This design comes from an exercise in tuning for small area and a short achievable clock period on the open sky130 flow, not from production work. Power and IR drop assume default switching activity.

v6:
==> flow/design.v (excerpt) <==
module mac_array (
    input  clk,
    input  rst_n,
    input  [3:0] enable,
    input  [3:0] clear_acc,
    input  [31:0] input_data,
    input  [31:0] weight,
    output [63:0] mac_out,
    output [63:0] activated_out,
    output [3:0] valid,
    output [3:0] overflow
);
    genvar i;
    generate
        for (i = 0; i < 4; i = i + 1) begin : mac_channels
            mac_unit mac_inst (
                .clk(clk),
                .rst_n(rst_n),
                .enable(enable[i]),
                .clear_acc(clear_acc[i]),
                .input_data(input_data[8*i+7:8*i]),
                .weight(weight[8*i+7:8*i]),
                .mac_out(mac_out[16*i+15:16*i]),
                .activated_out(activated_out[16*i+15:16*i]),
                .valid(valid[i]),
                .overflow(overflow[i])
            );
        end
    endgenerate
endmodule
Settings: LEC_CHECK=0, CAP_MARGIN=20, CORE_MARGIN=2, CORE_UTILIZATION=40, CTS_BUF_LIST=sky130_fd_sc_hd__clkbuf_4 sky130_fd_sc_hd__clkbuf_8, SETUP_SLACK_MARGIN=3.8, SLEW_MARGIN=20, SYNTH_HIERARCHICAL=1; clock period 8.5 ns.
standard.sh (not shown) runs the stock make flow with config.mk's settings and CLKGATE_MAP_FILE= SYNTH_SCRIPT=/design/flow/synth_recipe.tcl, a recipe that flattens the netlist after the stock synthesis.
==> flow/flow/run.sh <==
#!/bin/bash
# Layout flow: the standard ORFS flow with two changes.
#  1. Synthesis extracts full/half adder cells only inside the carry-save
#     cells (csa_fa, csa_ha); the other adders are left to ABC, so their
#     carry chains are not built from slow full-adder cells.  Registers are
#     untouched, so they match the standard synthesis.
#  2. The port buffers use the smallest buffer cell; timing repair upsizes
#     the ones on critical paths.
set -euo pipefail
HERE=$PWD
sed 's/^\(  extract_fa {\*}\[dont_use_extract_fa_args\]\)$/\1 csa_fa csa_ha/' \
  "$FLOW_HOME/scripts/synth.tcl" > "$HERE/synth_sel.tcl"
grep -q 'dont_use_extract_fa_args\] csa_fa csa_ha' "$HERE/synth_sel.tcl"
sed "s#^source \$::env(SCRIPTS_DIR)/synth.tcl\$#source $HERE/synth_sel.tcl#" \
  "$HERE/synth_recipe.tcl" > "$HERE/synth_recipe_sel.tcl"
grep -q "source $HERE/synth_sel.tcl" "$HERE/synth_recipe_sel.tcl"
export BUFFER_PORTS_ARGS="-buffer_cell sky130_fd_sc_hd__buf_1"
bash standard.sh SYNTH_SCRIPT="$HERE/synth_recipe_sel.tcl" finish > standard.log 2>&1
Both conditions hold for v6: the flow ran to the end and the final layout passed the timing, design-rule and antenna checks.
Edits applied to the flow inputs when going from v6 to v7:
--- a/flow/design.v
+++ b/flow/design.v
@@ -20,28 +20,16 @@
 module csa_han (
     input  a,
     input  b,
     output s,
     output co
 );
     assign s = ~(a ^ b);
     assign co = a | b;
-endmodule
-module hi_count (
-    input  [15:0] h,
-    input  inc,
-    input  clr,
-    output full,
-    output [15:0] h_n
-);
-    wire fb = h[15] ^ h[11] ^ h[2] ^ h[0] ^ ~(|h[14:0]);
-    wire [15:0] step = {h[14:0], fb};
-    assign full = (h == 16'h8000);
-    assign h_n = (inc ? step : h) & {16{~clr}};
 endmodule
 module sigmoid_activation #(
     parameter WIDTH = 16,
     parameter FRAC_BITS = 11
 )(
     input  [15:0] x,
     output [15:0] y
 );
@@ -81,20 +69,18 @@
     wire ur_g2_2 = ur_g[2] | (ur_p[2] & ur_g1_1);
     wire ur_g2_3 = ur_g1_3 | (ur_p1_3 & ur_g1_1);
     wire ur_g3_4 = ur_g[4] | (ur_p[4] & ur_g2_3);
     wire ur_g3_5 = ur_g1_5 | (ur_p1_5 & ur_g2_3);
     wire [5:0] ur_s = ur_p ^ {ur_g3_4, ur_g2_3, ur_g2_2, ur_g1_1, ur_g0c, up_ci};
     wire ur_co = ur_g3_5;
     wire [15:0] acc = {ur_s, lo_l};
     wire hi_inc = hi_p | ur_co;
-    wire hi_full;
-    wire [15:0] hi_n;
-    hi_count u_hi (.h(acc_hi), .inc(hi_inc), .clr(clear_acc), .full(hi_full), .h_n(hi_n));
-    wire ovf = overflow_reg | (hi_inc & hi_full);
+    wire ovf = overflow_reg | (hi_inc & (&acc_hi));
+    wire [15:0] hi_n = (acc_hi + {15'd0, hi_inc}) & {16{~clear_acc}};
     wire [7:0] a_g = input_data & {8{enable}};
     wire [15:0] lo_m = acc & {16{~clear_acc}};
     wire [63:0] ppt;
     wire [15:0] acct = lo_m;
     genvar gi, gj;
     generate
         for (gi = 0; gi < 8; gi = gi + 1) begin : g_pp_i
             for (gj = 0; gj < 8; gj = gj + 1) begin : g_pp_j
@@ -206,20 +192,20 @@
             hi_p <= c16;
             overflow_reg <= ~clear_acc & ovf;
             valid_reg <= enable;
         end
     end
     assign overflow = ovf;
     assign valid = valid_reg;
     assign mac_out = acc;
-    sigmoid_activation activation (
-        .x(acc),
-        .y(activated_out)
-    );
+    wire neg_sat = acc[15] & ~(acc[14] & acc[13]);
+    wire pos_sat = ~acc[15] & (acc[14] | (acc[13] & (|acc[12:0])));
+    wire [15:0] lin = {~acc[15], acc[15], acc[15], acc[15:3]};
+    assign activated_out = pos_sat ? 16'hFFFF : (neg_sat ? 16'h0000 : lin);
 endmodule
 module mac_array (
     input  clk,
     input  rst_n,
     input  [3:0] enable,
     input  [3:0] clear_acc,
     input  [31:0] input_data,
     input  [31:0] weight,
Findings:
Between v7 and v6, layout inverter count without the clock tree is higher for v7, v6 comes in under that. Final RePlAce weighted congestion (lower): v6. v7 gives less required time at the worst-slack endpoint than v6 did. Cmp v7 and v6 / signed area change from the synthesized netlist to the final layout / lower: v7. v7 against v6; synthesized area is up by a few percent. Ratio of cells with drive above 1 in the final layout, v7 and v6: higher on v6. Comparing v7 and v6, cell area is lower on v7. Diff v6 -> v7: areal power density over the cells decreased 0.97%, number of cell rows increased 1.4%, wire length went up.
No run of this note included a check of the RTL's function; only the layout flow was run.

---

== 05-18 ==
Another version of the RTL of mac_array (not shown whole).
Size: about 1500 cells after synthesis, about 160 flip-flops, roughly 210 I/O pins, about 15000 µm² of cells after synthesis.
clock: 8.5 ns
lec_check: 0
cap_margin: 20
core_margin: 2
core_utilization: 40
cts_buf_list: sky130_fd_sc_hd__clkbuf_4 sky130_fd_sc_hd__clkbuf_8
setup_slack_margin: 3.8
slew_margin: 20
synth_hierarchical: 1
Scripts as last shown in full above: flow/flow/run.sh
[inputs] 02-23 vs 05-18
diff --git a/flow/design.v b/flow/design.v
--- a/flow/design.v
+++ b/flow/design.v
@@ -17,29 +17,22 @@
     assign s = a ^ b;
     assign co = a & b;
 endmodule
 module csa_han (
     input  a,
     input  b,
     output s,
     output co
 );
     assign s = ~(a ^ b);
     assign co = a | b;
-endmodule
-module op_gate (
-    input  [7:0] d,
-    input  en,
-    output [7:0] q
-);
-    assign q = d & {8{en}};
 endmodule
 module sigmoid_activation #(
     parameter WIDTH = 16,
     parameter FRAC_BITS = 11
 )(
     input  [15:0] x,
     output [15:0] y
 );
     wire neg_sat = x[15] & ~(x[14] & x[13]);
     wire pos_sat = ~x[15] & (x[14] | (x[13] & (|x[12:0])));
     wire [15:0] lin = {~x[15], x[15], x[15], x[15:3]};
@@ -50,49 +43,48 @@
     input  rst_n,
     input  enable,
     input  clear_acc,
     input  [7:0] input_data,
     input  [7:0] weight,
     output [15:0] mac_out,
     output [15:0] activated_out,
     output valid,
     output overflow
 );
     reg [9:0] lo_l;
-    reg [5:0] up_s;    
-    reg [5:0] up_c;
+    reg [5:0] up_p;    
+    reg [5:0] up_g;    
     reg        up_ci;
     reg [15:0] acc_hi;
     reg        hi_p;
     reg        overflow_reg;
     reg        valid_reg;
-    wire [5:0] ur_g = up_s & up_c;
-    wire [5:0] ur_p = up_s ^ up_c;
+    wire [5:0] ur_g = up_g;
+    wire [5:0] ur_p = up_p;
     wire ur_g0c = ur_g[0] | (ur_p[0] & up_ci);
     wire ur_g1_1 = ur_g[1] | (ur_p[1] & ur_g0c);
     wire ur_g1_3 = ur_g[3] | (ur_p[3] & ur_g[2]);
     wire ur_p1_3 = ur_p[3] & ur_p[2];
     wire ur_g1_5 = ur_g[5] | (ur_p[5] & ur_g[4]);
     wire ur_p1_5 = ur_p[5] & ur_p[4];
     wire ur_g2_2 = ur_g[2] | (ur_p[2] & ur_g1_1);
     wire ur_g2_3 = ur_g1_3 | (ur_p1_3 & ur_g1_1);
     wire ur_g3_4 = ur_g[4] | (ur_p[4] & ur_g2_3);
     wire ur_g3_5 = ur_g1_5 | (ur_p1_5 & ur_g2_3);
     wire [5:0] ur_s = ur_p ^ {ur_g3_4, ur_g2_3, ur_g2_2, ur_g1_1, ur_g0c, up_ci};
     wire ur_co = ur_g3_5;
     wire [15:0] acc = {ur_s, lo_l};
     wire hi_inc = hi_p | ur_co;
     wire ovf = overflow_reg | (hi_inc & (&acc_hi));
     wire [15:0] hi_n = (acc_hi + {15'd0, hi_inc}) & {16{~clear_acc}};
-    wire [7:0] a_g;
-    op_gate u_gate (.d(input_data), .en(enable), .q(a_g));
+    wire [7:0] a_g = input_data & {8{enable}};
     wire [15:0] lo_m = acc & {16{~clear_acc}};
     wire [63:0] ppt;
     wire [15:0] acct = lo_m;
     genvar gi, gj;
     generate
         for (gi = 0; gi < 8; gi = gi + 1) begin : g_pp_i
             for (gj = 0; gj < 8; gj = gj + 1) begin : g_pp_j
                 assign ppt[gi*8+gj] = (a_g[gi] & weight[gj]);
             end
         end
     endgenerate
@@ -176,33 +168,33 @@
     wire lr_g3_5 = lr_g1_5 | (lr_p1_5 & lr_g2_3);
     wire lr_g3_6 = lr_g2_6 | (lr_p2_6 & lr_g2_3);
     wire lr_g3_7 = lr_g2_7 | (lr_p2_7 & lr_g2_3);
     wire lr_g4_8 = lr_g[8] | (lr_p[8] & lr_g3_7);
     wire lr_g4_9 = lr_g1_9 | (lr_p1_9 & lr_g3_7);
     wire [9:0] lr_s = lr_p ^ {lr_g4_8, lr_g3_7, lr_g3_6, lr_g3_5, lr_g3_4, lr_g2_3, lr_g2_2, lr_g1_1, lr_g[0], 1'b0};
     wire lr_co = lr_g4_9;
     wire c16 = 1'b0;
     always @(posedge clk or negedge rst_n) begin
         if (!rst_n) begin
             lo_l <= 10'd0;
-            up_s <= 6'd0;
-            up_c <= 6'd0;
+            up_p <= 6'd0;
+            up_g <= 6'd0;
             up_ci <= 1'b0;
             acc_hi <= 16'd0;
             hi_p <= 1'b0;
             overflow_reg <= 1'b0;
             valid_reg <= 1'b0;
         end else begin
             lo_l <= lr_s;
-            up_s <= row_a[15:10];
-            up_c <= row_b[15:10];
+            up_p <= row_a[15:10] ^ row_b[15:10];
+            up_g <= row_b[15:10] & row_a[15:10];
             up_ci <= lr_co;
             acc_hi <= hi_n;
             hi_p <= c16;
             overflow_reg <= ~clear_acc & ovf;
             valid_reg <= enable;
         end
     end
     assign overflow = ovf;
     assign valid = valid_reg;
     assign mac_out = acc;
     sigmoid_activation activation (
--- outcome ---
- Compound-gate portion of the synthesized area, 02-23 and 05-18: lower on 02-23
- Area of the mapped netlist, 02-23 vs 05-18: down by a few percent
- Diff 02-23 and 05-18: critical path depth lower in 02-23
- From 05-18 to 02-23 the numbers moved as follows: share of final-layout standard cells stronger than drive strength 1 went down 7.1 points; power went down 16%; final area went down about 8%.
- Re switching component of the power: 02-23 and 05-18 aren't equal, and the higher value belongs to 05-18.
- 02-23 vs 05-18 — overall die area dropped by a few percent
- 02-23: no failed stages, no open violations at the end
- Lower setup slack among 02-23 and 05-18: 02-23
No run of this note included a check of the RTL's function; only the layout flow was run.

==> separate check: timing with driven ports <==
Ports are ideal in the flow. The routed layouts listed here were re-timed in OpenROAD. Step 1 (the two cells are an assumption about what drives the block):
set clk [get_ports {clk}]
set_driving_cell -lib_cell sky130_fd_sc_hd__clkbuf_16 $clk
set_driving_cell -lib_cell sky130_fd_sc_hd__buf_2 [delete_from_list [all_inputs] $clk]
Step 2 times the ports against the registers' clock, not the clock port: input delays grow and output delays shrink by t, the midpoint of the rising clock arrivals with the driver on. Slacks: ideal / step 1 / step 2; pairs: ideal / step 1.
| run | t (ns) | slack for setup (ns) | worst setup path at the end |
|---|---|---|---|
| v6 | 0.512 | 3.695 / 3.613 / 3.101 | input to register |
| v7 | 0.537 | 3.916 / 3.868 / 3.451 | input to register |
| 05-18 | 0.536 | 3.745 / 3.709 / 3.173 | input to register |
| 02-23 | 0.534 | 3.738 / 3.759 / 3.224 | input to register |
After both steps setup and hold are still met in every run listed. The setup slack of v6, which loses most, moves by -0.082 ns with the drivers and by -0.594 ns with both steps.
